Background: an optimization exercise with open tools, aiming at small area, a short achievable clock period and few clock cycles. Do not read the settings as production practice. The RTL was checked by simulation tests, not by an equivalence proof against the original design.

==> flow/design.v (outline; a module is shown in full before it is edited, if it fits) <==
// module HAMMING_IP: 66 lines
// module MDC: 2227 lines
module MDC(clk, rst_n, in_valid, in_data, in_mode, out_valid, out_data);
  // ...
==> flow/flow/run.sh <==
#!/bin/bash
set -euo pipefail
bash standard.sh SETUP_SLACK_MARGIN=7 TNS_END_PERCENT=5 \
  "BUFFER_PORTS_ARGS=-buffer_cell sky130_fd_sc_hd__buf_2" finish > standard.log 2>&1
==> flow/standard.sh <==
#!/bin/bash
# synth_recipe.tcl (not shown) runs the flow's synth.tcl, then flattens the netlist and writes it again
# the make line also repeats each setting of config.mk as NAME=value (left out here)
make -C /OpenROAD-flow-scripts/flow DESIGN_CONFIG=/design/flow/config.mk WORK_HOME=/design/flow/orfs CLKGATE_MAP_FILE= SYNTH_SCRIPT=/design/flow/synth_recipe.tcl "${@:-finish}"
==> flow/config.mk <==
export PLATFORM = sky130hd
export DESIGN_NAME = MDC
export DESIGN_NICKNAME = MDC
export VERILOG_FILES = /design/flow/design.v
export SDC_FILE = /design/flow/constraint.sdc
export NUM_CORES = 4
export LEC_CHECK = 0
export CAP_MARGIN = 20
export CORE_MARGIN = 2
export CORE_UTILIZATION = 45
export SLEW_MARGIN = 20
==> flow/constraint.sdc <==
create_clock -name core_clock -period 11.0 [get_ports {clk}]
set_input_delay 2.2000 -clock core_clock [delete_from_list [all_inputs] [get_ports {clk}]]
set_output_delay 2.2000 -clock core_clock [all_outputs]
set_load 0.01 [all_outputs]
==> flow_metrics.py, run 1 <==
metrics = {
    "global_route": {
        "grt_max_degree": 91,
    },
    "layout": {
        "stdcell_count": 8045,
        "top_regs": "U0_C x46, U0_S x46",
        "seq_share_pct": 30.5,
        "clkCellAreaFrac_pct": 5.12,
        "layout_common_cells": "inv_1 (701), a22oi_1 (592), nand2_1 (545), fa_1 (496), xnor2_1 (477)",
        "n_all_inverters": 707,
    },
    "logic_synthesis": {
        "async_flop_share_pct": 5.38,
        "synthTopCellsByArea": "edfxtp_1 (18%), fa_1 (16%), dfxtp_1 (14%)",
        "synth_area_mm2": 0.0607,
        "synth_top_area_share_pct": 18.2,
        "synth_xor_xnor_area_share_pct": 9.51,
        "synth_compound_area_share_pct": 18.6,
    },
    "timing": {
        "setup_viol": 0,
        "rsz0062_at_grt": "true",
        "whs_ps": 469,
    },
    "min_path": {
        "hold_path.class": "flop to flop",
        "holdPathEnd": "U1_C[0]",
    },
    "placement": {
        "dp_cells": 7807,
        "portBuffers": 234,
    },
    "clocking": {
        "cts_htree_levels": 3,
        "cts_hold_buffers": 0,
        "cts_inserted_buffers": 98,
        "cts-root-buf": "clkbuf_16",
    },
    "drt": {
        "wl_met1_um": 102000,
        "wl_met3_um": 35500,
        "first_pass_iters": 12,
    },
    "die": {
        "initial_utilization_pct": 45.4,
        "num_rows": 134,
        "dieHeight_um": 371,
    },
    "outcome": {
        "outcome": "finished clean",
    },
    "critical_path": {
        "critical_path.cell_chain": "a221o_1, buf_2",
        "reg2reg_from": "U1_S[0]",
    },
}
Testbench counts, summed over its fixed seeds: cycles 30,937.
==> run 2, diff against run 1 <==
--- a/flow/design.v
+++ b/flow/design.v
@@ -99,77 +99,32 @@
 wire [3:0] msyn;
 assign msyn[0] = mw[1]^mw[3]^mw[5]^mw[7]^mw[9];
 assign msyn[1] = mw[2]^mw[3]^mw[6]^mw[7];
 assign msyn[2] = mw[4]^mw[5]^mw[6]^mw[7];
 assign msyn[3] = mw[8]^mw[9];
 wire md4 = mw[3] ^ (msyn == 4'd3);
 wire md1 = mw[7] ^ (msyn == 4'd7);
 reg [4:0] cyc;
-reg [15:0] oe2, oe3, oe4;
+reg fin2, fin3, fin4;    
 reg [1:0] mode;       
 wire m4 = mode[1];
 wire m3 = ~mode[1] & mode[0];
 wire m2 = ~mode[0];
 always @(posedge clk or negedge rst_n) begin
   if (!rst_n) begin
-    cyc <= 5'd0; out_valid <= 1'b0; oe2 <= 16'd0; oe3 <= 16'd0; oe4 <= 16'd0;
+    cyc <= 5'd0; out_valid <= 1'b0; fin2 <= 1'b0; fin3 <= 1'b0; fin4 <= 1'b0;
   end else begin
     if (cyc == 5'd0) cyc <= in_valid ? 5'd1 : 5'd0;
     else if ((cyc == 5'd18 && !m4) || cyc == 5'd19) cyc <= 5'd0;
     else cyc <= cyc + 5'd1;
     out_valid <= (cyc == 5'd17 && !m4) || (cyc == 5'd18 && m4);
-    oe2[0] <= (cyc == 5'd17) && m2;
-    oe3[0] <= (cyc == 5'd17) && m3;
-    oe4[0] <= (cyc == 5'd18) && m4;
-    oe2[1] <= ((cyc & 5'd1) == 5'd1) && ((cyc & 5'd30) == 5'd16) && m2;
-    oe3[1] <= ((cyc & 5'd1) == 5'd1) && ((cyc & 5'd30) == 5'd16) && m3;
-    oe4[1] <= ((cyc & 5'd1) == 5'd0) && ((cyc & 5'd30) == 5'd18) && m4;
-    oe2[2] <= ((cyc & 5'd2) == 5'd0) && ((cyc & 5'd29) == 5'd17) && m2;
-    oe3[2] <= ((cyc & 5'd2) == 5'd0) && ((cyc & 5'd29) == 5'd17) && m3;
-    oe4[2] <= ((cyc & 5'd2) == 5'd2) && ((cyc & 5'd29) == 5'd16) && m4;
-    oe2[3] <= ((cyc & 5'd3) == 5'd1) && ((cyc & 5'd28) == 5'd16) && m2;
-    oe3[3] <= ((cyc & 5'd3) == 5'd1) && ((cyc & 5'd28) == 5'd16) && m3;
-    oe4[3] <= ((cyc & 5'd3) == 5'd2) && ((cyc & 5'd28) == 5'd16) && m4;
-    oe2[4] <= ((cyc & 5'd4) == 5'd0) && ((cyc & 5'd27) == 5'd17) && m2;
-    oe3[4] <= ((cyc & 5'd4) == 5'd0) && ((cyc & 5'd27) == 5'd17) && m3;
-    oe4[4] <= ((cyc & 5'd4) == 5'd0) && ((cyc & 5'd27) == 5'd18) && m4;
-    oe2[5] <= ((cyc & 5'd5) == 5'd1) && ((cyc & 5'd26) == 5'd16) && m2;
-    oe3[5] <= ((cyc & 5'd5) == 5'd1) && ((cyc & 5'd26) == 5'd16) && m3;
-    oe4[5] <= ((cyc & 5'd5) == 5'd0) && ((cyc & 5'd26) == 5'd18) && m4;
-    oe2[6] <= ((cyc & 5'd6) == 5'd0) && ((cyc & 5'd25) == 5'd17) && m2;
-    oe3[6] <= ((cyc & 5'd6) == 5'd0) && ((cyc & 5'd25) == 5'd17) && m3;
-    oe4[6] <= ((cyc & 5'd6) == 5'd2) && ((cyc & 5'd25) == 5'd16) && m4;
-    oe2[7] <= ((cyc & 5'd7) == 5'd1) && ((cyc & 5'd24) == 5'd16) && m2;
-    oe3[7] <= ((cyc & 5'd7) == 5'd1) && ((cyc & 5'd24) == 5'd16) && m3;
-    oe4[7] <= ((cyc & 5'd7) == 5'd2) && ((cyc & 5'd24) == 5'd16) && m4;
-    oe2[8] <= ((cyc & 5'd8) == 5'd0) && ((cyc & 5'd23) == 5'd17) && m2;
-    oe3[8] <= ((cyc & 5'd8) == 5'd0) && ((cyc & 5'd23) == 5'd17) && m3;
-    oe4[8] <= ((cyc & 5'd8) == 5'd0) && ((cyc & 5'd23) == 5'd18) && m4;
-    oe2[9] <= ((cyc & 5'd9) == 5'd1) && ((cyc & 5'd22) == 5'd16) && m2;
-    oe3[9] <= ((cyc & 5'd9) == 5'd1) && ((cyc & 5'd22) == 5'd16) && m3;
-    oe4[9] <= ((cyc & 5'd9) == 5'd0) && ((cyc & 5'd22) == 5'd18) && m4;
-    oe2[10] <= ((cyc & 5'd10) == 5'd0) && ((cyc & 5'd21) == 5'd17) && m2;
-    oe3[10] <= ((cyc & 5'd10) == 5'd0) && ((cyc & 5'd21) == 5'd17) && m3;
-    oe4[10] <= ((cyc & 5'd10) == 5'd2) && ((cyc & 5'd21) == 5'd16) && m4;
-    oe2[11] <= ((cyc & 5'd11) == 5'd1) && ((cyc & 5'd20) == 5'd16) && m2;
-    oe3[11] <= ((cyc & 5'd11) == 5'd1) && ((cyc & 5'd20) == 5'd16) && m3;
-    oe4[11] <= ((cyc & 5'd11) == 5'd2) && ((cyc & 5'd20) == 5'd16) && m4;
-    oe2[12] <= ((cyc & 5'd12) == 5'd0) && ((cyc & 5'd19) == 5'd17) && m2;
-    oe3[12] <= ((cyc & 5'd12) == 5'd0) && ((cyc & 5'd19) == 5'd17) && m3;
-    oe4[12] <= ((cyc & 5'd12) == 5'd0) && ((cyc & 5'd19) == 5'd18) && m4;
-    oe2[13] <= ((cyc & 5'd13) == 5'd1) && ((cyc & 5'd18) == 5'd16) && m2;
-    oe3[13] <= ((cyc & 5'd13) == 5'd1) && ((cyc & 5'd18) == 5'd16) && m3;
-    oe4[13] <= ((cyc & 5'd13) == 5'd0) && ((cyc & 5'd18) == 5'd18) && m4;
-    oe2[14] <= ((cyc & 5'd14) == 5'd0) && ((cyc & 5'd17) == 5'd17) && m2;
-    oe3[14] <= ((cyc & 5'd14) == 5'd0) && ((cyc & 5'd17) == 5'd17) && m3;
-    oe4[14] <= ((cyc & 5'd14) == 5'd2) && ((cyc & 5'd17) == 5'd16) && m4;
-    oe2[15] <= ((cyc & 5'd15) == 5'd1) && ((cyc & 5'd16) == 5'd16) && m2;
-    oe3[15] <= ((cyc & 5'd15) == 5'd1) && ((cyc & 5'd16) == 5'd16) && m3;
-    oe4[15] <= ((cyc & 5'd15) == 5'd2) && ((cyc & 5'd16) == 5'd16) && m4;
+    fin2 <= cyc == 5'd16 && m2;
+    fin3 <= cyc == 5'd16 && m3;
+    fin4 <= cyc == 5'd17 && m4;
   end
 end
 reg signed [10:0] xd;    
 always @(posedge clk) begin
   if (in_valid && cyc == 5'd0) mode <= {md4, md1};
   xd <= din;
 end
 wire [4:0] pc = cyc - 5'd1;
@@ -2078,216 +2033,429 @@
     s4a <= (cyc == 5'd18) && m4 && U0_Y[45];
     s4b <= (cyc == 5'd18) && m4 && U0_Y[44];
     s3[3] <= (cyc == 5'd17) && m3 && b0[32];
     s3[2] <= (cyc == 5'd17) && m3 && U0_Y[32];
     s3[1] <= (cyc == 5'd17) && m3 && b1[32];
     s3[0] <= (cyc == 5'd17) && m3 && U2_Y[32];
   end
 end
-assign out_data[0] = (oe2[0] & b2[0]) | (oe3[0] & b2[0]) | (oe4[0] & det[0]);
-assign out_data[1] = (oe2[0] & b2[1]) | (oe3[0] & b2[1]) | (oe4[0] & det[1]);
-assign out_data[2] = (oe2[0] & b2[2]) | (oe3[0] & b2[2]) | (oe4[0] & det[2]);
-assign out_data[3] = (oe2[0] & b2[3]) | (oe3[0] & b2[3]) | (oe4[0] & det[3]);
-assign out_data[4] = (oe2[0] & b2[4]) | (oe3[0] & b2[4]) | (oe4[0] & det[4]);
-assign out_data[5] = (oe2[0] & b2[5]) | (oe3[0] & b2[5]) | (oe4[0] & det[5]);
-assign out_data[6] = (oe2[0] & b2[6]) | (oe3[0] & b2[6]) | (oe4[0] & det[6]);
-assign out_data[7] = (oe2[0] & b2[7]) | (oe3[0] & b2[7]) | (oe4[0] & det[7]);
-assign out_data[8] = (oe2[0] & b2[8]) | (oe3[0] & b2[8]) | (oe4[0] & det[8]);
-assign out_data[9] = (oe2[0] & b2[9]) | (oe3[0] & b2[9]) | (oe4[0] & det[9]);
-assign out_data[10] = (oe2[0] & b2[10]) | (oe3[0] & b2[10]) | (oe4[0] & det[10]);
-assign out_data[11] = (oe2[0] & b2[11]) | (oe3[0] & b2[11]) | (oe4[0] & det[11]);
-assign out_data[12] = (oe2[1] & b2[12]) | (oe3[1] & b2[12]) | (oe4[1] & det[12]);
-assign out_data[13] = (oe2[1] & b2[13]) | (oe3[1] & b2[13]) | (oe4[1] & det[13]);
-assign out_data[14] = (oe2[1] & b2[14]) | (oe3[1] & b2[14]) | (oe4[1] & det[14]);
-assign out_data[15] = (oe2[1] & b2[15]) | (oe3[1] & b2[15]) | (oe4[1] & det[15]);
-assign out_data[16] = (oe2[1] & b2[16]) | (oe3[1] & b2[16]) | (oe4[1] & det[16]);
-assign out_data[17] = (oe2[1] & b2[17]) | (oe3[1] & b2[17]) | (oe4[1] & det[17]);
-assign out_data[18] = (oe2[1] & b2[18]) | (oe3[1] & b2[18]) | (oe4[1] & det[18]);
-assign out_data[19] = (oe2[1] & b2[19]) | (oe3[1] & b2[19]) | (oe4[1] & det[19]);
-assign out_data[20] = (oe2[1] & b2[20]) | (oe3[1] & b2[20]) | (oe4[1] & det[20]);
-assign out_data[21] = (oe2[1] & b2[21]) | (oe3[1] & b2[21]) | (oe4[1] & det[21]);
-assign out_data[22] = (oe2[1] & b2[21]) | (oe3[1] & b2[22]) | (oe4[1] & det[22]);
-assign out_data[23] = (oe2[1] & b1[0]) | (oe3[1] & b2[23]) | (oe4[1] & det[23]);
-assign out_data[24] = (oe2[1] & b1[1]) | (oe3[1] & b2[24]) | (oe4[1] & det[24]);
-assign out_data[25] = (oe2[2] & b1[2]) | (oe3[2] & b2[25]) | (oe4[2] & det[25]);
-assign out_data[26] = (oe2[2] & b1[3]) | (oe3[2] & b2[26]) | (oe4[2] & det[26]);
-assign out_data[27] = (oe2[2] & b1[4]) | (oe3[2] & b2[27]) | (oe4[2] & det[27]);
-assign out_data[28] = (oe2[2] & b1[5]) | (oe3[2] & b2[28]) | (oe4[2] & det[28]);
-assign out_data[29] = (oe2[2] & b1[6]) | (oe3[2] & b2[29]) | (oe4[2] & det[29]);
-assign out_data[30] = (oe2[2] & b1[7]) | (oe3[2] & b2[30]) | (oe4[2] & det[30]);
-assign out_data[31] = (oe2[2] & b1[8]) | (oe3[2] & b2[31]) | (oe4[2] & det[31]);
-assign out_data[32] = (oe2[2] & b1[9]) | (oe3[2] & b2[32]) | (oe4[2] & det[32]);
-assign out_data[33] = (oe2[2] & b1[10]) | s3[0] | (oe4[2] & det[33]);
-assign out_data[34] = (oe2[2] & b1[11]) | s3[0] | (oe4[2] & det[34]);
-assign out_data[35] = (oe2[2] & b1[12]) | s3[0] | (oe4[2] & det[35]);
-assign out_data[36] = (oe2[2] & b1[13]) | s3[0] | (oe4[2] & det[36]);
-assign out_data[37] = (oe2[2] & b1[14]) | s3[0] | (oe4[2] & det[37]);
-assign out_data[38] = (oe2[3] & b1[15]) | s3[0] | (oe4[3] & det[38]);
-assign out_data[39] = (oe2[3] & b1[16]) | s3[0] | (oe4[3] & det[39]);
-assign out_data[40] = (oe2[3] & b1[17]) | s3[0] | (oe4[3] & det[40]);
-assign out_data[41] = (oe2[3] & b1[18]) | s3[0] | (oe4[3] & det[41]);
-assign out_data[42] = (oe2[3] & b1[19]) | s3[0] | (oe4[3] & det[42]);
-assign out_data[43] = (oe2[3] & b1[20]) | s3[0] | (oe4[3] & det[43]);
-assign out_data[44] = (oe2[3] & b1[21]) | s3[0] | (oe4[3] & det[44]);
-assign out_data[45] = (oe2[3] & b1[21]) | s3[0] | (oe4[3] & det[45]);
-assign out_data[46] = (oe2[3] & b0[0]) | s3[0] | s4b;
-assign out_data[47] = (oe2[3] & b0[1]) | s3[0] | s4a;
-assign out_data[48] = (oe2[3] & b0[2]) | s3[0] | s4b;
-assign out_data[49] = (oe2[3] & b0[3]) | s3[0] | s4a;
-assign out_data[50] = (oe2[3] & b0[4]) | s3[0] | s4b;
-assign out_data[51] = (oe2[4] & b0[5]) | (oe3[4] & b1[0]) | s4a;
-assign out_data[52] = (oe2[4] & b0[6]) | (oe3[4] & b1[1]) | s4b;
-assign out_data[53] = (oe2[4] & b0[7]) | (oe3[4] & b1[2]) | s4a;
-assign out_data[54] = (oe2[4] & b0[8]) | (oe3[4] & b1[3]) | s4b;
-assign out_data[55] = (oe2[4] & b0[9]) | (oe3[4] & b1[4]) | s4a;
-assign out_data[56] = (oe2[4] & b0[10]) | (oe3[4] & b1[5]) | s4b;
-assign out_data[57] = (oe2[4] & b0[11]) | (oe3[4] & b1[6]) | s4a;
-assign out_data[58] = (oe2[4] & b0[12]) | (oe3[4] & b1[7]) | s4b;
-assign out_data[59] = (oe2[4] & b0[13]) | (oe3[4] & b1[8]) | s4a;
-assign out_data[60] = (oe2[4] & b0[14]) | (oe3[4] & b1[9]) | s4b;
-assign out_data[61] = (oe2[4] & b0[15]) | (oe3[4] & b1[10]) | s4a;
-assign out_data[62] = (oe2[4] & b0[16]) | (oe3[4] & b1[11]) | s4b;
-assign out_data[63] = (oe2[4] & b0[17]) | (oe3[4] & b1[12]) | s4a;
-assign out_data[64] = (oe2[5] & b0[18]) | (oe3[5] & b1[13]) | s4b;
-assign out_data[65] = (oe2[5] & b0[19]) | (oe3[5] & b1[14]) | s4a;
-assign out_data[66] = (oe2[5] & b0[20]) | (oe3[5] & b1[15]) | s4b;
-assign out_data[67] = (oe2[5] & b0[21]) | (oe3[5] & b1[16]) | s4a;
-assign out_data[68] = (oe2[5] & b0[21]) | (oe3[5] & b1[17]) | s4b;
-assign out_data[69] = (oe2[5] & m03[0]) | (oe3[5] & b1[18]) | s4a;
-assign out_data[70] = (oe2[5] & m03[1]) | (oe3[5] & b1[19]) | s4b;
-assign out_data[71] = (oe2[5] & m03[2]) | (oe3[5] & b1[20]) | s4a;
-assign out_data[72] = (oe2[5] & m03[3]) | (oe3[5] & b1[21]) | s4b;
-assign out_data[73] = (oe2[5] & m03[4]) | (oe3[5] & b1[22]) | s4a;
-assign out_data[74] = (oe2[5] & m03[5]) | (oe3[5] & b1[23]) | s4b;
-assign out_data[75] = (oe2[5] & m03[6]) | (oe3[5] & b1[24]) | s4a;
-assign out_data[76] = (oe2[5] & m03[7]) | (oe3[5] & b1[25]) | s4b;
-assign out_data[77] = (oe2[6] & m03[8]) | (oe3[6] & b1[26]) | s4a;
-assign out_data[78] = (oe2[6] & m03[9]) | (oe3[6] & b1[27]) | s4b;
-assign out_data[79] = (oe2[6] & m03[10]) | (oe3[6] & b1[28]) | s4a;
-assign out_data[80] = (oe2[6] & m03[11]) | (oe3[6] & b1[29]) | s4b;
-assign out_data[81] = (oe2[6] & m03[12]) | (oe3[6] & b1[30]) | s4a;
-assign out_data[82] = (oe2[6] & m03[13]) | (oe3[6] & b1[31]) | s4b;
-assign out_data[83] = (oe2[6] & m03[14]) | (oe3[6] & b1[32]) | s4a;
-assign out_data[84] = (oe2[6] & m03[15]) | s3[1] | s4b;
-assign out_data[85] = (oe2[6] & m03[16]) | s3[1] | s4a;
-assign out_data[86] = (oe2[6] & m03[17]) | s3[1] | s4b;
-assign out_data[87] = (oe2[6] & m03[18]) | s3[1] | s4a;
-assign out_data[88] = (oe2[6] & m03[19]) | s3[1] | s4b;
-assign out_data[89] = (oe2[6] & m03[20]) | s3[1] | s4a;
-assign out_data[90] = (oe2[7] & m03[21]) | s3[1] | s4b;
-assign out_data[91] = (oe2[7] & m03[21]) | s3[1] | s4a;
-assign out_data[92] = (oe2[7] & m13[0]) | s3[1] | s4b;
-assign out_data[93] = (oe2[7] & m13[1]) | s3[1] | s4a;
-assign out_data[94] = (oe2[7] & m13[2]) | s3[1] | s4b;
-assign out_data[95] = (oe2[7] & m13[3]) | s3[1] | s4a;
-assign out_data[96] = (oe2[7] & m13[4]) | s3[1] | s4b;
-assign out_data[97] = (oe2[7] & m13[5]) | s3[1] | s4a;
-assign out_data[98] = (oe2[7] & m13[6]) | s3[1] | s4b;
-assign out_data[99] = (oe2[7] & m13[7]) | s3[1] | s4a;
-assign out_data[100] = (oe2[7] & m13[8]) | s3[1] | s4b;
-assign out_data[101] = (oe2[7] & m13[9]) | s3[1] | s4a;
-assign out_data[102] = (oe2[7] & m13[10]) | (oe3[7] & b3[0]) | s4b;
-assign out_data[103] = (oe2[8] & m13[11]) | (oe3[8] & b3[1]) | s4a;
-assign out_data[104] = (oe2[8] & m13[12]) | (oe3[8] & b3[2]) | s4b;
-assign out_data[105] = (oe2[8] & m13[13]) | (oe3[8] & b3[3]) | s4a;
-assign out_data[106] = (oe2[8] & m13[14]) | (oe3[8] & b3[4]) | s4b;
-assign out_data[107] = (oe2[8] & m13[15]) | (oe3[8] & b3[5]) | s4a;
-assign out_data[108] = (oe2[8] & m13[16]) | (oe3[8] & b3[6]) | s4b;
-assign out_data[109] = (oe2[8] & m13[17]) | (oe3[8] & b3[7]) | s4a;
-assign out_data[110] = (oe2[8] & m13[18]) | (oe3[8] & b3[8]) | s4b;
-assign out_data[111] = (oe2[8] & m13[19]) | (oe3[8] & b3[9]) | s4a;
-assign out_data[112] = (oe2[8] & m13[20]) | (oe3[8] & b3[10]) | s4b;
-assign out_data[113] = (oe2[8] & m13[21]) | (oe3[8] & b3[11]) | s4a;
-assign out_data[114] = (oe2[8] & m13[21]) | (oe3[8] & b3[12]) | s4b;
-assign out_data[115] = (oe2[8] & m02[0]) | (oe3[8] & b3[13]) | s4a;
-assign out_data[116] = (oe2[9] & m02[1]) | (oe3[9] & b3[14]) | s4b;
-assign out_data[117] = (oe2[9] & m02[2]) | (oe3[9] & b3[15]) | s4a;
-assign out_data[118] = (oe2[9] & m02[3]) | (oe3[9] & b3[16]) | s4b;
-assign out_data[119] = (oe2[9] & m02[4]) | (oe3[9] & b3[17]) | s4a;
-assign out_data[120] = (oe2[9] & m02[5]) | (oe3[9] & b3[18]) | s4b;
-assign out_data[121] = (oe2[9] & m02[6]) | (oe3[9] & b3[19]) | s4a;
-assign out_data[122] = (oe2[9] & m02[7]) | (oe3[9] & b3[20]) | s4b;
-assign out_data[123] = (oe2[9] & m02[8]) | (oe3[9] & b3[21]) | s4a;
-assign out_data[124] = (oe2[9] & m02[9]) | (oe3[9] & b3[22]) | s4b;
-assign out_data[125] = (oe2[9] & m02[10]) | (oe3[9] & b3[23]) | s4a;
-assign out_data[126] = (oe2[9] & m02[11]) | (oe3[9] & b3[24]) | s4b;
-assign out_data[127] = (oe2[9] & m02[12]) | (oe3[9] & b3[25]) | s4a;
-assign out_data[128] = (oe2[9] & m02[13]) | (oe3[9] & b3[26]) | s4b;
-assign out_data[129] = (oe2[10] & m02[14]) | (oe3[10] & b3[27]) | s4a;
-assign out_data[130] = (oe2[10] & m02[15]) | (oe3[10] & b3[28]) | s4b;
-assign out_data[131] = (oe2[10] & m02[16]) | (oe3[10] & b3[29]) | s4a;
-assign out_data[132] = (oe2[10] & m02[17]) | (oe3[10] & b3[30]) | s4b;
-assign out_data[133] = (oe2[10] & m02[18]) | (oe3[10] & b3[31]) | s4a;
-assign out_data[134] = (oe2[10] & m02[19]) | (oe3[10] & b3[32]) | s4b;
-assign out_data[135] = (oe2[10] & m02[20]) | s3[2] | s4a;
-assign out_data[136] = (oe2[10] & m02[21]) | s3[2] | s4b;
-assign out_data[137] = (oe2[10] & m02[21]) | s3[2] | s4a;
-assign out_data[138] = (oe2[10] & m23[0]) | s3[2] | s4b;
-assign out_data[139] = (oe2[10] & m23[1]) | s3[2] | s4a;
-assign out_data[140] = (oe2[10] & m23[2]) | s3[2] | s4b;
-assign out_data[141] = (oe2[10] & m23[3]) | s3[2] | s4a;
-assign out_data[142] = (oe2[11] & m23[4]) | s3[2] | s4b;
-assign out_data[143] = (oe2[11] & m23[5]) | s3[2] | s4a;
-assign out_data[144] = (oe2[11] & m23[6]) | s3[2] | s4b;
-assign out_data[145] = (oe2[11] & m23[7]) | s3[2] | s4a;
-assign out_data[146] = (oe2[11] & m23[8]) | s3[2] | s4b;
-assign out_data[147] = (oe2[11] & m23[9]) | s3[2] | s4a;
-assign out_data[148] = (oe2[11] & m23[10]) | s3[2] | s4b;
-assign out_data[149] = (oe2[11] & m23[11]) | s3[2] | s4a;
-assign out_data[150] = (oe2[11] & m23[12]) | s3[2] | s4b;
-assign out_data[151] = (oe2[11] & m23[13]) | s3[2] | s4a;
-assign out_data[152] = (oe2[11] & m23[14]) | s3[2] | s4b;
-assign out_data[153] = (oe2[11] & m23[15]) | (oe3[11] & b0[0]) | s4a;
-assign out_data[154] = (oe2[11] & m23[16]) | (oe3[11] & b0[1]) | s4b;
-assign out_data[155] = (oe2[12] & m23[17]) | (oe3[12] & b0[2]) | s4a;
-assign out_data[156] = (oe2[12] & m23[18]) | (oe3[12] & b0[3]) | s4b;
-assign out_data[157] = (oe2[12] & m23[19]) | (oe3[12] & b0[4]) | s4a;
-assign out_data[158] = (oe2[12] & m23[20]) | (oe3[12] & b0[5]) | s4b;
-assign out_data[159] = (oe2[12] & m23[21]) | (oe3[12] & b0[6]) | s4a;
-assign out_data[160] = (oe2[12] & m23[21]) | (oe3[12] & b0[7]) | s4b;
-assign out_data[161] = (oe2[12] & m12[0]) | (oe3[12] & b0[8]) | s4a;
-assign out_data[162] = (oe2[12] & m12[1]) | (oe3[12] & b0[9]) | s4b;
-assign out_data[163] = (oe2[12] & m12[2]) | (oe3[12] & b0[10]) | s4a;
-assign out_data[164] = (oe2[12] & m12[3]) | (oe3[12] & b0[11]) | s4b;
-assign out_data[165] = (oe2[12] & m12[4]) | (oe3[12] & b0[12]) | s4a;
-assign out_data[166] = (oe2[12] & m12[5]) | (oe3[12] & b0[13]) | s4b;
-assign out_data[167] = (oe2[12] & m12[6]) | (oe3[12] & b0[14]) | s4a;
-assign out_data[168] = (oe2[13] & m12[7]) | (oe3[13] & b0[15]) | s4b;
-assign out_data[169] = (oe2[13] & m12[8]) | (oe3[13] & b0[16]) | s4a;
-assign out_data[170] = (oe2[13] & m12[9]) | (oe3[13] & b0[17]) | s4b;
-assign out_data[171] = (oe2[13] & m12[10]) | (oe3[13] & b0[18]) | s4a;
-assign out_data[172] = (oe2[13] & m12[11]) | (oe3[13] & b0[19]) | s4b;
-assign out_data[173] = (oe2[13] & m12[12]) | (oe3[13] & b0[20]) | s4a;
-assign out_data[174] = (oe2[13] & m12[13]) | (oe3[13] & b0[21]) | s4b;
-assign out_data[175] = (oe2[13] & m12[14]) | (oe3[13] & b0[22]) | s4a;
-assign out_data[176] = (oe2[13] & m12[15]) | (oe3[13] & b0[23]) | s4b;
-assign out_data[177] = (oe2[13] & m12[16]) | (oe3[13] & b0[24]) | s4a;
-assign out_data[178] = (oe2[13] & m12[17]) | (oe3[13] & b0[25]) | s4b;
-assign out_data[179] = (oe2[13] & m12[18]) | (oe3[13] & b0[26]) | s4a;
-assign out_data[180] = (oe2[13] & m12[19]) | (oe3[13] & b0[27]) | s4b;
-assign out_data[181] = (oe2[14] & m12[20]) | (oe3[14] & b0[28]) | s4a;
-assign out_data[182] = (oe2[14] & m12[21]) | (oe3[14] & b0[29]) | s4b;
-assign out_data[183] = (oe2[14] & m12[21]) | (oe3[14] & b0[30]) | s4a;
-assign out_data[184] = (oe2[14] & m01[0]) | (oe3[14] & b0[31]) | s4b;
-assign out_data[185] = (oe2[14] & m01[1]) | (oe3[14] & b0[32]) | s4a;
-assign out_data[186] = (oe2[14] & m01[2]) | s3[3] | s4b;
-assign out_data[187] = (oe2[14] & m01[3]) | s3[3] | s4a;
-assign out_data[188] = (oe2[14] & m01[4]) | s3[3] | s4b;
-assign out_data[189] = (oe2[14] & m01[5]) | s3[3] | s4a;
-assign out_data[190] = (oe2[14] & m01[6]) | s3[3] | s4b;
-assign out_data[191] = (oe2[14] & m01[7]) | s3[3] | s4a;
-assign out_data[192] = (oe2[14] & m01[8]) | s3[3] | s4b;
-assign out_data[193] = (oe2[14] & m01[9]) | s3[3] | s4a;
-assign out_data[194] = (oe2[15] & m01[10]) | s3[3] | s4b;
-assign out_data[195] = (oe2[15] & m01[11]) | s3[3] | s4a;
-assign out_data[196] = (oe2[15] & m01[12]) | s3[3] | s4b;
-assign out_data[197] = (oe2[15] & m01[13]) | s3[3] | s4a;
-assign out_data[198] = (oe2[15] & m01[14]) | s3[3] | s4b;
-assign out_data[199] = (oe2[15] & m01[15]) | s3[3] | s4a;
-assign out_data[200] = (oe2[15] & m01[16]) | s3[3] | s4b;
-assign out_data[201] = (oe2[15] & m01[17]) | s3[3] | s4a;
-assign out_data[202] = (oe2[15] & m01[18]) | s3[3] | s4b;
-assign out_data[203] = (oe2[15] & m01[19]) | s3[3] | s4a;
-assign out_data[204] = (oe2[15] & m01[20]) | s4b;
-assign out_data[205] = (oe2[15] & m01[21]) | s4a;
-assign out_data[206] = (oe2[15] & m01[21]) | s4b;
+reg [206:0] R;
+wire [206:0] Rn;
+assign Rn[0] = (fin2 & U2_Y[0]) | (fin3 & U2_Y[0]) | (fin4 & U0_Y[0]);
+assign Rn[1] = (fin2 & U2_Y[1]) | (fin3 & U2_Y[1]) | (fin4 & U0_Y[1]);
+assign Rn[2] = (fin2 & U2_Y[2]) | (fin3 & U2_Y[2]) | (fin4 & U0_Y[2]);
+assign Rn[3] = (fin2 & U2_Y[3]) | (fin3 & U2_Y[3]) | (fin4 & U0_Y[3]);
+assign Rn[4] = (fin2 & U2_Y[4]) | (fin3 & U2_Y[4]) | (fin4 & U0_Y[4]);
+assign Rn[5] = (fin2 & U2_Y[5]) | (fin3 & U2_Y[5]) | (fin4 & U0_Y[5]);
+assign Rn[6] = (fin2 & U2_Y[6]) | (fin3 & U2_Y[6]) | (fin4 & U0_Y[6]);
+assign Rn[7] = (fin2 & U2_Y[7]) | (fin3 & U2_Y[7]) | (fin4 & U0_Y[7]);
+assign Rn[8] = (fin2 & U2_Y[8]) | (fin3 & U2_Y[8]) | (fin4 & U0_Y[8]);
+assign Rn[9] = (fin2 & U2_Y[9]) | (fin3 & U2_Y[9]) | (fin4 & U0_Y[9]);
+assign Rn[10] = (fin2 & U2_Y[10]) | (fin3 & U2_Y[10]) | (fin4 & U0_Y[10]);
+assign Rn[11] = (fin2 & U2_Y[11]) | (fin3 & U2_Y[11]) | (fin4 & U0_Y[11]);
+assign Rn[12] = (fin2 & U2_Y[12]) | (fin3 & U2_Y[12]) | (fin4 & U0_Y[12]);
+assign Rn[13] = (fin2 & U2_Y[13]) | (fin3 & U2_Y[13]) | (fin4 & U0_Y[13]);
+assign Rn[14] = (fin2 & U2_Y[14]) | (fin3 & U2_Y[14]) | (fin4 & U0_Y[14]);
+assign Rn[15] = (fin2 & U2_Y[15]) | (fin3 & U2_Y[15]) | (fin4 & U0_Y[15]);
+assign Rn[16] = (fin2 & U2_Y[16]) | (fin3 & U2_Y[16]) | (fin4 & U0_Y[16]);
+assign Rn[17] = (fin2 & U2_Y[17]) | (fin3 & U2_Y[17]) | (fin4 & U0_Y[17]);
+assign Rn[18] = (fin2 & U2_Y[18]) | (fin3 & U2_Y[18]) | (fin4 & U0_Y[18]);
+assign Rn[19] = (fin2 & U2_Y[19]) | (fin3 & U2_Y[19]) | (fin4 & U0_Y[19]);
+assign Rn[20] = (fin2 & U2_Y[20]) | (fin3 & U2_Y[20]) | (fin4 & U0_Y[20]);
+assign Rn[21] = (fin2 & U2_Y[21]) | (fin3 & U2_Y[21]) | (fin4 & U0_Y[21]);
+assign Rn[22] = (fin2 & U2_Y[21]) | (fin3 & U2_Y[22]) | (fin4 & U0_Y[22]);
+assign Rn[23] = (fin2 & b1[0]) | (fin3 & U2_Y[23]) | (fin4 & U0_Y[23]);
+assign Rn[24] = (fin2 & b1[1]) | (fin3 & U2_Y[24]) | (fin4 & U0_Y[24]);
+assign Rn[25] = (fin2 & b1[2]) | (fin3 & U2_Y[25]) | (fin4 & U0_Y[25]);
+assign Rn[26] = (fin2 & b1[3]) | (fin3 & U2_Y[26]) | (fin4 & U0_Y[26]);
+assign Rn[27] = (fin2 & b1[4]) | (fin3 & U2_Y[27]) | (fin4 & U0_Y[27]);
+assign Rn[28] = (fin2 & b1[5]) | (fin3 & U2_Y[28]) | (fin4 & U0_Y[28]);
+assign Rn[29] = (fin2 & b1[6]) | (fin3 & U2_Y[29]) | (fin4 & U0_Y[29]);
+assign Rn[30] = (fin2 & b1[7]) | (fin3 & U2_Y[30]) | (fin4 & U0_Y[30]);
+assign Rn[31] = (fin2 & b1[8]) | (fin3 & U2_Y[31]) | (fin4 & U0_Y[31]);
+assign Rn[32] = (fin2 & b1[9]) | (fin3 & U2_Y[32]) | (fin4 & U0_Y[32]);
+assign Rn[33] = (fin2 & b1[10]) | (fin4 & U0_Y[33]);
+assign Rn[34] = (fin2 & b1[11]) | (fin4 & U0_Y[34]);
+assign Rn[35] = (fin2 & b1[12]) | (fin4 & U0_Y[35]);
+assign Rn[36] = (fin2 & b1[13]) | (fin4 & U0_Y[36]);
+assign Rn[37] = (fin2 & b1[14]) | (fin4 & U0_Y[37]);
+assign Rn[38] = (fin2 & b1[15]) | (fin4 & U0_Y[38]);
+assign Rn[39] = (fin2 & b1[16]) | (fin4 & U0_Y[39]);
+assign Rn[40] = (fin2 & b1[17]) | (fin4 & U0_Y[40]);
+assign Rn[41] = (fin2 & b1[18]) | (fin4 & U0_Y[41]);
+assign Rn[42] = (fin2 & b1[19]) | (fin4 & U0_Y[42]);
+assign Rn[43] = (fin2 & b1[20]) | (fin4 & U0_Y[43]);
+assign Rn[44] = (fin2 & b1[21]) | (fin4 & U0_Y[44]);
+assign Rn[45] = (fin2 & b1[21]) | (fin4 & U0_Y[45]);
+assign Rn[46] = (fin2 & b0[0]);
+assign Rn[47] = (fin2 & b0[1]);
+assign Rn[48] = (fin2 & b0[2]);
+assign Rn[49] = (fin2 & b0[3]);
+assign Rn[50] = (fin2 & b0[4]);
+assign Rn[51] = (fin2 & b0[5]) | (fin3 & b1[0]);
+assign Rn[52] = (fin2 & b0[6]) | (fin3 & b1[1]);
+assign Rn[53] = (fin2 & b0[7]) | (fin3 & b1[2]);
+assign Rn[54] = (fin2 & b0[8]) | (fin3 & b1[3]);
+assign Rn[55] = (fin2 & b0[9]) | (fin3 & b1[4]);
+assign Rn[56] = (fin2 & b0[10]) | (fin3 & b1[5]);
+assign Rn[57] = (fin2 & b0[11]) | (fin3 & b1[6]);
+assign Rn[58] = (fin2 & b0[12]) | (fin3 & b1[7]);
+assign Rn[59] = (fin2 & b0[13]) | (fin3 & b1[8]);
+assign Rn[60] = (fin2 & b0[14]) | (fin3 & b1[9]);
+assign Rn[61] = (fin2 & b0[15]) | (fin3 & b1[10]);
+assign Rn[62] = (fin2 & b0[16]) | (fin3 & b1[11]);
+assign Rn[63] = (fin2 & b0[17]) | (fin3 & b1[12]);
+assign Rn[64] = (fin2 & b0[18]) | (fin3 & b1[13]);
+assign Rn[65] = (fin2 & b0[19]) | (fin3 & b1[14]);
+assign Rn[66] = (fin2 & b0[20]) | (fin3 & b1[15]);
+assign Rn[67] = (fin2 & b0[21]) | (fin3 & b1[16]);
+assign Rn[68] = (fin2 & b0[21]) | (fin3 & b1[17]);
+assign Rn[69] = (fin2 & m03[0]) | (fin3 & b1[18]);
+assign Rn[70] = (fin2 & m03[1]) | (fin3 & b1[19]);
+assign Rn[71] = (fin2 & m03[2]) | (fin3 & b1[20]);
+assign Rn[72] = (fin2 & m03[3]) | (fin3 & b1[21]);
+assign Rn[73] = (fin2 & m03[4]) | (fin3 & b1[22]);
+assign Rn[74] = (fin2 & m03[5]) | (fin3 & b1[23]);
+assign Rn[75] = (fin2 & m03[6]) | (fin3 & b1[24]);
+assign Rn[76] = (fin2 & m03[7]) | (fin3 & b1[25]);
+assign Rn[77] = (fin2 & m03[8]) | (fin3 & b1[26]);
+assign Rn[78] = (fin2 & m03[9]) | (fin3 & b1[27]);
+assign Rn[79] = (fin2 & m03[10]) | (fin3 & b1[28]);
+assign Rn[80] = (fin2 & m03[11]) | (fin3 & b1[29]);
+assign Rn[81] = (fin2 & m03[12]) | (fin3 & b1[30]);
+assign Rn[82] = (fin2 & m03[13]) | (fin3 & b1[31]);
+assign Rn[83] = (fin2 & m03[14]) | (fin3 & b1[32]);
+assign Rn[84] = (fin2 & m03[15]);
+assign Rn[85] = (fin2 & m03[16]);
+assign Rn[86] = (fin2 & m03[17]);
+assign Rn[87] = (fin2 & m03[18]);
+assign Rn[88] = (fin2 & m03[19]);
+assign Rn[89] = (fin2 & m03[20]);
+assign Rn[90] = (fin2 & m03[21]);
+assign Rn[91] = (fin2 & m03[21]);
+assign Rn[92] = (fin2 & m13[0]);
+assign Rn[93] = (fin2 & m13[1]);
+assign Rn[94] = (fin2 & m13[2]);
+assign Rn[95] = (fin2 & m13[3]);
+assign Rn[96] = (fin2 & m13[4]);
+assign Rn[97] = (fin2 & m13[5]);
+assign Rn[98] = (fin2 & m13[6]);
+assign Rn[99] = (fin2 & m13[7]);
+assign Rn[100] = (fin2 & m13[8]);
+assign Rn[101] = (fin2 & m13[9]);
+assign Rn[102] = (fin2 & m13[10]) | (fin3 & U0_Y[0]);
+assign Rn[103] = (fin2 & m13[11]) | (fin3 & U0_Y[1]);
+assign Rn[104] = (fin2 & m13[12]) | (fin3 & U0_Y[2]);
+assign Rn[105] = (fin2 & m13[13]) | (fin3 & U0_Y[3]);
+assign Rn[106] = (fin2 & m13[14]) | (fin3 & U0_Y[4]);
+assign Rn[107] = (fin2 & m13[15]) | (fin3 & U0_Y[5]);
+assign Rn[108] = (fin2 & m13[16]) | (fin3 & U0_Y[6]);
+assign Rn[109] = (fin2 & m13[17]) | (fin3 & U0_Y[7]);
+assign Rn[110] = (fin2 & m13[18]) | (fin3 & U0_Y[8]);
+assign Rn[111] = (fin2 & m13[19]) | (fin3 & U0_Y[9]);
+assign Rn[112] = (fin2 & m13[20]) | (fin3 & U0_Y[10]);
+assign Rn[113] = (fin2 & m13[21]) | (fin3 & U0_Y[11]);
+assign Rn[114] = (fin2 & m13[21]) | (fin3 & U0_Y[12]);
+assign Rn[115] = (fin2 & m02[0]) | (fin3 & U0_Y[13]);
+assign Rn[116] = (fin2 & m02[1]) | (fin3 & U0_Y[14]);
+assign Rn[117] = (fin2 & m02[2]) | (fin3 & U0_Y[15]);
+assign Rn[118] = (fin2 & m02[3]) | (fin3 & U0_Y[16]);
+assign Rn[119] = (fin2 & m02[4]) | (fin3 & U0_Y[17]);
+assign Rn[120] = (fin2 & m02[5]) | (fin3 & U0_Y[18]);
+assign Rn[121] = (fin2 & m02[6]) | (fin3 & U0_Y[19]);
+assign Rn[122] = (fin2 & m02[7]) | (fin3 & U0_Y[20]);
+assign Rn[123] = (fin2 & m02[8]) | (fin3 & U0_Y[21]);
+assign Rn[124] = (fin2 & m02[9]) | (fin3 & U0_Y[22]);
+assign Rn[125] = (fin2 & m02[10]) | (fin3 & U0_Y[23]);
+assign Rn[126] = (fin2 & m02[11]) | (fin3 & U0_Y[24]);
+assign Rn[127] = (fin2 & m02[12]) | (fin3 & U0_Y[25]);
+assign Rn[128] = (fin2 & m02[13]) | (fin3 & U0_Y[26]);
+assign Rn[129] = (fin2 & m02[14]) | (fin3 & U0_Y[27]);
+assign Rn[130] = (fin2 & m02[15]) | (fin3 & U0_Y[28]);
+assign Rn[131] = (fin2 & m02[16]) | (fin3 & U0_Y[29]);
+assign Rn[132] = (fin2 & m02[17]) | (fin3 & U0_Y[30]);
+assign Rn[133] = (fin2 & m02[18]) | (fin3 & U0_Y[31]);
+assign Rn[134] = (fin2 & m02[19]) | (fin3 & U0_Y[32]);
+assign Rn[135] = (fin2 & m02[20]);
+assign Rn[136] = (fin2 & m02[21]);
+assign Rn[137] = (fin2 & m02[21]);
+assign Rn[138] = (fin2 & m23[0]);
+assign Rn[139] = (fin2 & m23[1]);
+assign Rn[140] = (fin2 & m23[2]);
+assign Rn[141] = (fin2 & m23[3]);
+assign Rn[142] = (fin2 & m23[4]);
+assign Rn[143] = (fin2 & m23[5]);
+assign Rn[144] = (fin2 & m23[6]);
+assign Rn[145] = (fin2 & m23[7]);
+assign Rn[146] = (fin2 & m23[8]);
+assign Rn[147] = (fin2 & m23[9]);
+assign Rn[148] = (fin2 & m23[10]);
+assign Rn[149] = (fin2 & m23[11]);
+assign Rn[150] = (fin2 & m23[12]);
+assign Rn[151] = (fin2 & m23[13]);
+assign Rn[152] = (fin2 & m23[14]);
+assign Rn[153] = (fin2 & m23[15]) | (fin3 & b0[0]);
+assign Rn[154] = (fin2 & m23[16]) | (fin3 & b0[1]);
+assign Rn[155] = (fin2 & m23[17]) | (fin3 & b0[2]);
+assign Rn[156] = (fin2 & m23[18]) | (fin3 & b0[3]);
+assign Rn[157] = (fin2 & m23[19]) | (fin3 & b0[4]);
+assign Rn[158] = (fin2 & m23[20]) | (fin3 & b0[5]);
+assign Rn[159] = (fin2 & m23[21]) | (fin3 & b0[6]);
+assign Rn[160] = (fin2 & m23[21]) | (fin3 & b0[7]);
+assign Rn[161] = (fin2 & m12[0]) | (fin3 & b0[8]);
+assign Rn[162] = (fin2 & m12[1]) | (fin3 & b0[9]);
+assign Rn[163] = (fin2 & m12[2]) | (fin3 & b0[10]);
+assign Rn[164] = (fin2 & m12[3]) | (fin3 & b0[11]);
+assign Rn[165] = (fin2 & m12[4]) | (fin3 & b0[12]);
+assign Rn[166] = (fin2 & m12[5]) | (fin3 & b0[13]);
+assign Rn[167] = (fin2 & m12[6]) | (fin3 & b0[14]);
+assign Rn[168] = (fin2 & m12[7]) | (fin3 & b0[15]);
+assign Rn[169] = (fin2 & m12[8]) | (fin3 & b0[16]);
+assign Rn[170] = (fin2 & m12[9]) | (fin3 & b0[17]);
+assign Rn[171] = (fin2 & m12[10]) | (fin3 & b0[18]);
+assign Rn[172] = (fin2 & m12[11]) | (fin3 & b0[19]);
+assign Rn[173] = (fin2 & m12[12]) | (fin3 & b0[20]);
+assign Rn[174] = (fin2 & m12[13]) | (fin3 & b0[21]);
+assign Rn[175] = (fin2 & m12[14]) | (fin3 & b0[22]);
+assign Rn[176] = (fin2 & m12[15]) | (fin3 & b0[23]);
+assign Rn[177] = (fin2 & m12[16]) | (fin3 & b0[24]);
+assign Rn[178] = (fin2 & m12[17]) | (fin3 & b0[25]);
+assign Rn[179] = (fin2 & m12[18]) | (fin3 & b0[26]);
+assign Rn[180] = (fin2 & m12[19]) | (fin3 & b0[27]);
+assign Rn[181] = (fin2 & m12[20]) | (fin3 & b0[28]);
+assign Rn[182] = (fin2 & m12[21]) | (fin3 & b0[29]);
+assign Rn[183] = (fin2 & m12[21]) | (fin3 & b0[30]);
+assign Rn[184] = (fin2 & m01[0]) | (fin3 & b0[31]);
+assign Rn[185] = (fin2 & m01[1]) | (fin3 & b0[32]);
+assign Rn[186] = (fin2 & m01[2]);
+assign Rn[187] = (fin2 & m01[3]);
+assign Rn[188] = (fin2 & m01[4]);
+assign Rn[189] = (fin2 & m01[5]);
+assign Rn[190] = (fin2 & m01[6]);
+assign Rn[191] = (fin2 & m01[7]);
+assign Rn[192] = (fin2 & m01[8]);
+assign Rn[193] = (fin2 & m01[9]);
+assign Rn[194] = (fin2 & m01[10]);
+assign Rn[195] = (fin2 & m01[11]);
+assign Rn[196] = (fin2 & m01[12]);
+assign Rn[197] = (fin2 & m01[13]);
+assign Rn[198] = (fin2 & m01[14]);
+assign Rn[199] = (fin2 & m01[15]);
+assign Rn[200] = (fin2 & m01[16]);
+assign Rn[201] = (fin2 & m01[17]);
+assign Rn[202] = (fin2 & m01[18]);
+assign Rn[203] = (fin2 & m01[19]);
+assign Rn[204] = (fin2 & m01[20]);
+assign Rn[205] = (fin2 & m01[21]);
+assign Rn[206] = (fin2 & m01[21]);
+always @(posedge clk or negedge rst_n) begin
+  if (!rst_n) R <= 207'd0;
+  else R <= Rn;
+end
+assign out_data[0] = R[0];
+assign out_data[1] = R[1];
+assign out_data[2] = R[2];
+assign out_data[3] = R[3];
+assign out_data[4] = R[4];
+assign out_data[5] = R[5];
+assign out_data[6] = R[6];
+assign out_data[7] = R[7];
+assign out_data[8] = R[8];
+assign out_data[9] = R[9];
+assign out_data[10] = R[10];
+assign out_data[11] = R[11];
+assign out_data[12] = R[12];
+assign out_data[13] = R[13];
+assign out_data[14] = R[14];
+assign out_data[15] = R[15];
+assign out_data[16] = R[16];
+assign out_data[17] = R[17];
+assign out_data[18] = R[18];
+assign out_data[19] = R[19];
+assign out_data[20] = R[20];
+assign out_data[21] = R[21];
+assign out_data[22] = R[22];
+assign out_data[23] = R[23];
+assign out_data[24] = R[24];
+assign out_data[25] = R[25];
+assign out_data[26] = R[26];
+assign out_data[27] = R[27];
+assign out_data[28] = R[28];
+assign out_data[29] = R[29];
+assign out_data[30] = R[30];
+assign out_data[31] = R[31];
+assign out_data[32] = R[32];
+assign out_data[33] = R[33] | s3[0];
+assign out_data[34] = R[34] | s3[0];
+assign out_data[35] = R[35] | s3[0];
+assign out_data[36] = R[36] | s3[0];
+assign out_data[37] = R[37] | s3[0];
+assign out_data[38] = R[38] | s3[0];
+assign out_data[39] = R[39] | s3[0];
+assign out_data[40] = R[40] | s3[0];
+assign out_data[41] = R[41] | s3[0];
+assign out_data[42] = R[42] | s3[0];
+assign out_data[43] = R[43] | s3[0];
+assign out_data[44] = R[44] | s3[0];
+assign out_data[45] = R[45] | s3[0];
+assign out_data[46] = R[46] | s3[0] | s4b;
+assign out_data[47] = R[47] | s3[0] | s4a;
+assign out_data[48] = R[48] | s3[0] | s4b;
+assign out_data[49] = R[49] | s3[0] | s4a;
+assign out_data[50] = R[50] | s3[0] | s4b;
+assign out_data[51] = R[51] | s4a;
+assign out_data[52] = R[52] | s4b;
+assign out_data[53] = R[53] | s4a;
+assign out_data[54] = R[54] | s4b;
+assign out_data[55] = R[55] | s4a;
+assign out_data[56] = R[56] | s4b;
+assign out_data[57] = R[57] | s4a;
+assign out_data[58] = R[58] | s4b;
+assign out_data[59] = R[59] | s4a;
+assign out_data[60] = R[60] | s4b;
+assign out_data[61] = R[61] | s4a;
+assign out_data[62] = R[62] | s4b;
+assign out_data[63] = R[63] | s4a;
+assign out_data[64] = R[64] | s4b;
+assign out_data[65] = R[65] | s4a;
+assign out_data[66] = R[66] | s4b;
+assign out_data[67] = R[67] | s4a;
+assign out_data[68] = R[68] | s4b;
+assign out_data[69] = R[69] | s4a;
+assign out_data[70] = R[70] | s4b;
+assign out_data[71] = R[71] | s4a;
+assign out_data[72] = R[72] | s4b;
+assign out_data[73] = R[73] | s4a;
+assign out_data[74] = R[74] | s4b;
+assign out_data[75] = R[75] | s4a;
+assign out_data[76] = R[76] | s4b;
+assign out_data[77] = R[77] | s4a;
+assign out_data[78] = R[78] | s4b;
+assign out_data[79] = R[79] | s4a;
+assign out_data[80] = R[80] | s4b;
+assign out_data[81] = R[81] | s4a;
+assign out_data[82] = R[82] | s4b;
+assign out_data[83] = R[83] | s4a;
+assign out_data[84] = R[84] | s3[1] | s4b;
+assign out_data[85] = R[85] | s3[1] | s4a;
+assign out_data[86] = R[86] | s3[1] | s4b;
+assign out_data[87] = R[87] | s3[1] | s4a;
+assign out_data[88] = R[88] | s3[1] | s4b;
+assign out_data[89] = R[89] | s3[1] | s4a;
+assign out_data[90] = R[90] | s3[1] | s4b;
+assign out_data[91] = R[91] | s3[1] | s4a;
+assign out_data[92] = R[92] | s3[1] | s4b;
+assign out_data[93] = R[93] | s3[1] | s4a;
+assign out_data[94] = R[94] | s3[1] | s4b;
+assign out_data[95] = R[95] | s3[1] | s4a;
+assign out_data[96] = R[96] | s3[1] | s4b;
+assign out_data[97] = R[97] | s3[1] | s4a;
+assign out_data[98] = R[98] | s3[1] | s4b;
+assign out_data[99] = R[99] | s3[1] | s4a;
+assign out_data[100] = R[100] | s3[1] | s4b;
+assign out_data[101] = R[101] | s3[1] | s4a;
+assign out_data[102] = R[102] | s4b;
+assign out_data[103] = R[103] | s4a;
+assign out_data[104] = R[104] | s4b;
+assign out_data[105] = R[105] | s4a;
+assign out_data[106] = R[106] | s4b;
+assign out_data[107] = R[107] | s4a;
+assign out_data[108] = R[108] | s4b;
+assign out_data[109] = R[109] | s4a;
+assign out_data[110] = R[110] | s4b;
+assign out_data[111] = R[111] | s4a;
+assign out_data[112] = R[112] | s4b;
+assign out_data[113] = R[113] | s4a;
+assign out_data[114] = R[114] | s4b;
+assign out_data[115] = R[115] | s4a;
+assign out_data[116] = R[116] | s4b;
+assign out_data[117] = R[117] | s4a;
+assign out_data[118] = R[118] | s4b;
+assign out_data[119] = R[119] | s4a;
+assign out_data[120] = R[120] | s4b;
+assign out_data[121] = R[121] | s4a;
+assign out_data[122] = R[122] | s4b;
+assign out_data[123] = R[123] | s4a;
+assign out_data[124] = R[124] | s4b;
+assign out_data[125] = R[125] | s4a;
+assign out_data[126] = R[126] | s4b;
+assign out_data[127] = R[127] | s4a;
+assign out_data[128] = R[128] | s4b;
+assign out_data[129] = R[129] | s4a;
+assign out_data[130] = R[130] | s4b;
+assign out_data[131] = R[131] | s4a;
+assign out_data[132] = R[132] | s4b;
+assign out_data[133] = R[133] | s4a;
+assign out_data[134] = R[134] | s4b;
+assign out_data[135] = R[135] | s3[2] | s4a;
+assign out_data[136] = R[136] | s3[2] | s4b;
+assign out_data[137] = R[137] | s3[2] | s4a;
+assign out_data[138] = R[138] | s3[2] | s4b;
+assign out_data[139] = R[139] | s3[2] | s4a;
+assign out_data[140] = R[140] | s3[2] | s4b;
+assign out_data[141] = R[141] | s3[2] | s4a;
+assign out_data[142] = R[142] | s3[2] | s4b;
+assign out_data[143] = R[143] | s3[2] | s4a;
+assign out_data[144] = R[144] | s3[2] | s4b;
+assign out_data[145] = R[145] | s3[2] | s4a;
+assign out_data[146] = R[146] | s3[2] | s4b;
+assign out_data[147] = R[147] | s3[2] | s4a;
+assign out_data[148] = R[148] | s3[2] | s4b;
+assign out_data[149] = R[149] | s3[2] | s4a;
+assign out_data[150] = R[150] | s3[2] | s4b;
+assign out_data[151] = R[151] | s3[2] | s4a;
+assign out_data[152] = R[152] | s3[2] | s4b;
+assign out_data[153] = R[153] | s4a;
+assign out_data[154] = R[154] | s4b;
+assign out_data[155] = R[155] | s4a;
+assign out_data[156] = R[156] | s4b;
+assign out_data[157] = R[157] | s4a;
+assign out_data[158] = R[158] | s4b;
+assign out_data[159] = R[159] | s4a;
+assign out_data[160] = R[160] | s4b;
+assign out_data[161] = R[161] | s4a;
+assign out_data[162] = R[162] | s4b;
+assign out_data[163] = R[163] | s4a;
+assign out_data[164] = R[164] | s4b;
+assign out_data[165] = R[165] | s4a;
+assign out_data[166] = R[166] | s4b;
+assign out_data[167] = R[167] | s4a;
+assign out_data[168] = R[168] | s4b;
+assign out_data[169] = R[169] | s4a;
+assign out_data[170] = R[170] | s4b;
+assign out_data[171] = R[171] | s4a;
+assign out_data[172] = R[172] | s4b;
+assign out_data[173] = R[173] | s4a;
+assign out_data[174] = R[174] | s4b;
+assign out_data[175] = R[175] | s4a;
+assign out_data[176] = R[176] | s4b;
+assign out_data[177] = R[177] | s4a;
+assign out_data[178] = R[178] | s4b;
+assign out_data[179] = R[179] | s4a;
+assign out_data[180] = R[180] | s4b;
+assign out_data[181] = R[181] | s4a;
+assign out_data[182] = R[182] | s4b;
+assign out_data[183] = R[183] | s4a;
+assign out_data[184] = R[184] | s4b;
+assign out_data[185] = R[185] | s4a;
+assign out_data[186] = R[186] | s3[3] | s4b;
+assign out_data[187] = R[187] | s3[3] | s4a;
+assign out_data[188] = R[188] | s3[3] | s4b;
+assign out_data[189] = R[189] | s3[3] | s4a;
+assign out_data[190] = R[190] | s3[3] | s4b;
+assign out_data[191] = R[191] | s3[3] | s4a;
+assign out_data[192] = R[192] | s3[3] | s4b;
+assign out_data[193] = R[193] | s3[3] | s4a;
+assign out_data[194] = R[194] | s3[3] | s4b;
+assign out_data[195] = R[195] | s3[3] | s4a;
+assign out_data[196] = R[196] | s3[3] | s4b;
+assign out_data[197] = R[197] | s3[3] | s4a;
+assign out_data[198] = R[198] | s3[3] | s4b;
+assign out_data[199] = R[199] | s3[3] | s4a;
+assign out_data[200] = R[200] | s3[3] | s4b;
+assign out_data[201] = R[201] | s3[3] | s4a;
+assign out_data[202] = R[202] | s3[3] | s4b;
+assign out_data[203] = R[203] | s3[3] | s4a;
+assign out_data[204] = R[204] | s4b;
+assign out_data[205] = R[205] | s4a;
+assign out_data[206] = R[206] | s4b;
 endmodule
==> flow/flow/run.sh (replaced) <==
#!/bin/bash
set -euo pipefail
bash standard.sh SETUP_SLACK_MARGIN=7 TNS_END_PERCENT=25 \
  "BUFFER_PORTS_ARGS=-buffer_cell sky130_fd_sc_hd__buf_2" finish > standard.log 2>&1
==> run 2 against run 1 <==
Critical endpoint is now out_data[140]. Hold slack lost 1.7 ps. Synthesized cell count grew 5.8%. Global-route usage shrank 3.2 points. Final area grew 8.1%. Still clean. Clock-buffer cell count grew 11. Cell count grew 5.5%.
==> flow_metrics.py, run 2 <==
metrics = {
    "logic_synthesis": {
        "ys_warn_count": 1,
        "synth_area_per_cell_um2": 10.2,
        "ys_seq_elements": 997,
        "synth_edf_count": 354,
        "synth_top_area_share_pct": 16.1,
        "synth_area_mm2": 0.0661,
        "ys_seq_area_share_pct": 37.2,
        "syn_inst": 6472,
        "synth_most_common_cell": "inv_1",
        "synth.distinct_cells": 95,
        "synth_common_cells": "inv_1 (703), a22oi_1 (602), fa_1 (496)",
        "syn_nets": 7213,
        "async_flop_share_pct": 22.0,
        "ys.flop_type": "dfxtp_1",
        "synth_top_cell_by_area": "edfxtp_1",
        "synthTopCellsByArea": "edfxtp_1 (16%), fa_1 (15%), dfxtp_1 (13%)",
    },
    "timing": {
        "worst_slack_ps": 6800,
        "period_share_pct": 38.2,
        "drv_slew": 0,
        "skew_ps": 85.4,
        "setup_viol": 0,
        "fmax_mhz": 238,
        "fin_crit_ps": 4200,
        "rsz0062_at_grt": "true",
        "tightest_slew_ps": 1310,
        "slew_headroom_pct": 12.3,
        "hold_viol": 0,
        "fin_tns_setup_ps": 0,
    },
    "layout": {
        "stdcell_count": 8491,
        "largest_reg_flops": 204,
        "syn_to_final_growth_pct": 10.8,
        "top_regs": "R x204, U0_C x46, U0_S x46",
        "final_common_cell": "inv_1",
        "final_nets": 7212,
        "largest-register": "R",
        "drive_gt1_share_pct": 12.9,
        "layout_common_cells": "inv_1 (703), a22oi_1 (601), fa_1 (496), xnor2_1 (451), nand2_1 (448)",
    },
    "drt": {
        "vias": 52948,
        "antenna_left": 0,
        "via_per_inst": 6.24,
        "drtIter0Drc": 7509,
        "first_pass_iters": 9,
        "post-route-drc-count": 0,
        "drt-total-wl_um": 266000,
        "wl_per_cell_um": 31.3,
    },
    "critical_path": {
        "reg2reg_depth": 9,
        "cp.required_ps": 8800,
        "cp_max_fo": 81,
        "r2r_slack_ps": 6940,
        "end_kind": "output port",
        "reg2reg_from": "U0_S[1]",
        "r2r-end": "R[13]",
        "crit_type": "flop to output port",
        "setup.worst_path.start_class": "flop",
        "crit_arrival_ps": 2000,
    },
    "clocking": {
        "clock_path_buffers": 3,
        "clkLatencyLatePin_ps": 800,
        "cts_hold_buffers": 0,
        "cts_htree_levels": 3,
        "clk_pin_slew_ps": 60,
        "cts_tree": "built",
        "clock-sinks": 997,
        "cts_inserted_buffers": 109,
        "cts-root-buf": "clkbuf_16",
    },
    "die": {
        "dieHeight_um": 387,
        "initial_utilization_pct": 45.4,
        "core-area_mm2": 0.146,
        "die_x_um": 387,
        "num_rows": 140,
        "die-area_mm2": 0.150,
        "boundaryPins": 235,
    },
    "min_path": {
        "hold_path_depth": 1,
        "holdPathEnd": "R[180]",
        "hold_start": "b0[27]",
        "hold_path.class": "flop to flop",
    },
    "global_route": {
        "grt_max_degree": 144,
        "grt_pass1_wl_um": 380000,
        "grt_overflow": 0,
        "grt_pass1_vias": 51835,
        "antenna_found_initial": 20,
        "grtUsageTotal_pct": 34.8,
    },
    "placement": {
        "portBuffers": 234,
        "place_congestion": 1.01,
        "dp_slack_ps": 5880,
        "dp.final_hpwl_um": 194000,
        "dp_cells": 8255,
    },
    "job": {
        "maxCapViolCount": 0,
    },
    "outcome": {
        "outcome": "finished clean",
    },
}
-- run 2: worst max-delay path by stage --
stage | startpoint | end | cells past startpoint
4_1_cts | s4a | out_data[187] | 3
3_3_place_gp | in_data[8] | U0_one[5] | 9
2_1_floorplan | in_data[9] | U0_one[5] | 8
3_5_place_dp | in_data[8] | U0_one[5] | 9
5_1_grt | s4b | out_data[146] | 3
6_report | s4b | out_data[140] | 3
-- run 2: cells by family (layout without fill, tap and decap cells) --
kind of cell / count (synthesis) / after routing / share of synthesized area, %
xor+xnor: 654 / 654 / 8.84
compound gates: 1563 / 1563 / 17.1
fa+ha+maj: 715 / 715 / 19.2
simple gates: 1253 / 1253 / 9.40
other cells: 0 / 8 / 0
buf+inv: 1214 / 1308 / 7.08
flops: 997 / 997 / 37.2
mux: 76 / 76 / 1.24
-- run 2: repair_timing --
item / in CTS / in global routing
cloned: 2 / 1
endpoints found under the setup margin: 198 / 263
setup buffers: 1 / 16
resized for setup: 11 / 43
pin swaps: 0 / 15
-- run 2: worst max-delay path, cell delays in order (launching register included) --
cell and delay [ps]:
dfrtp_2 410, buf_12 210, or3_1 420, buf_2 150
-- run 2: area by class of cell --
| cell class | instances | area (um^2) |
|---|---|---|
| Fill cell | 13343 | 72500 |
| Clock buffer | 156 | 3150 |
| Timing Repair Buffer | 394 | 2540 |
| Multi-Input combinational cell | 4261 | 37300 |
| Tap cell | 1917 | 2400 |
| Sequential cell | 997 | 24600 |
| Clock inverter | 50 | 528 |
| Inverter | 708 | 2660 |
| Antenna cell | 8 | 20.0 |
-- run 2: metal layers --
metal / vias to the layer above / part of all wire (%) / global-route usage (%)
met4: 20 / 6.7 / 18.7
met5: - / 0.072 / 0.351
met3: 826 / 13 / 11.2
li1: 22183 / - / -
met1: 26425 / 39 / 45.7
met2: 3494 / 42 / 51.2
-- run 2: stage by stage --
| step | hold slack [ps] | utilization (%) | cell area, um^2 |
|---|---|---|---|
| after global placement | 451 | 47.4 | 69000 |
| after detailed placement | 451 | 47.4 | 69000 |
| after global routing | 471 | 50.2 | 73200 |
| after floorplan | 439 | - | 66200 |
| final | 468 | 50.3 | 73300 |
| after CTS | 471 | 50.0 | 72800 |
Testbench counts of run 2, summed over its fixed seeds: cycles 30,937.

-- port drivers added, routing unchanged --
The results above use ideal ports. As a check the final layouts listed here were re-extracted and re-timed, cells and wires unchanged.
Step 1, drivers: a clkbuf_16 drives clk and a buf_2 each remaining input, both assumed.
Step 2 moves the port delays by t, midway between the first and last clock arrival at a register: inputs arrive t later, outputs are due t later. That takes back most of the time a late clock gives input paths.
a / b / c = ideal / step 1 / step 2; a / b = the first two.
| run | t (ns) | setup slack, ns | slew at the worst register clock pin (ns) |
|---|---|---|---|
| run 1 | 0.820 | 6.554 / 6.472 / 6.269 | 0.07 / 0.07 |
| run 2 | 0.829 | 6.802 / 6.726 / 6.275 | 0.07 / 0.07 |
After both steps setup and hold are still met in every run listed. The setup slack of run 2, which loses most, moves by -0.076 ns with the drivers and by -0.527 ns with both steps.
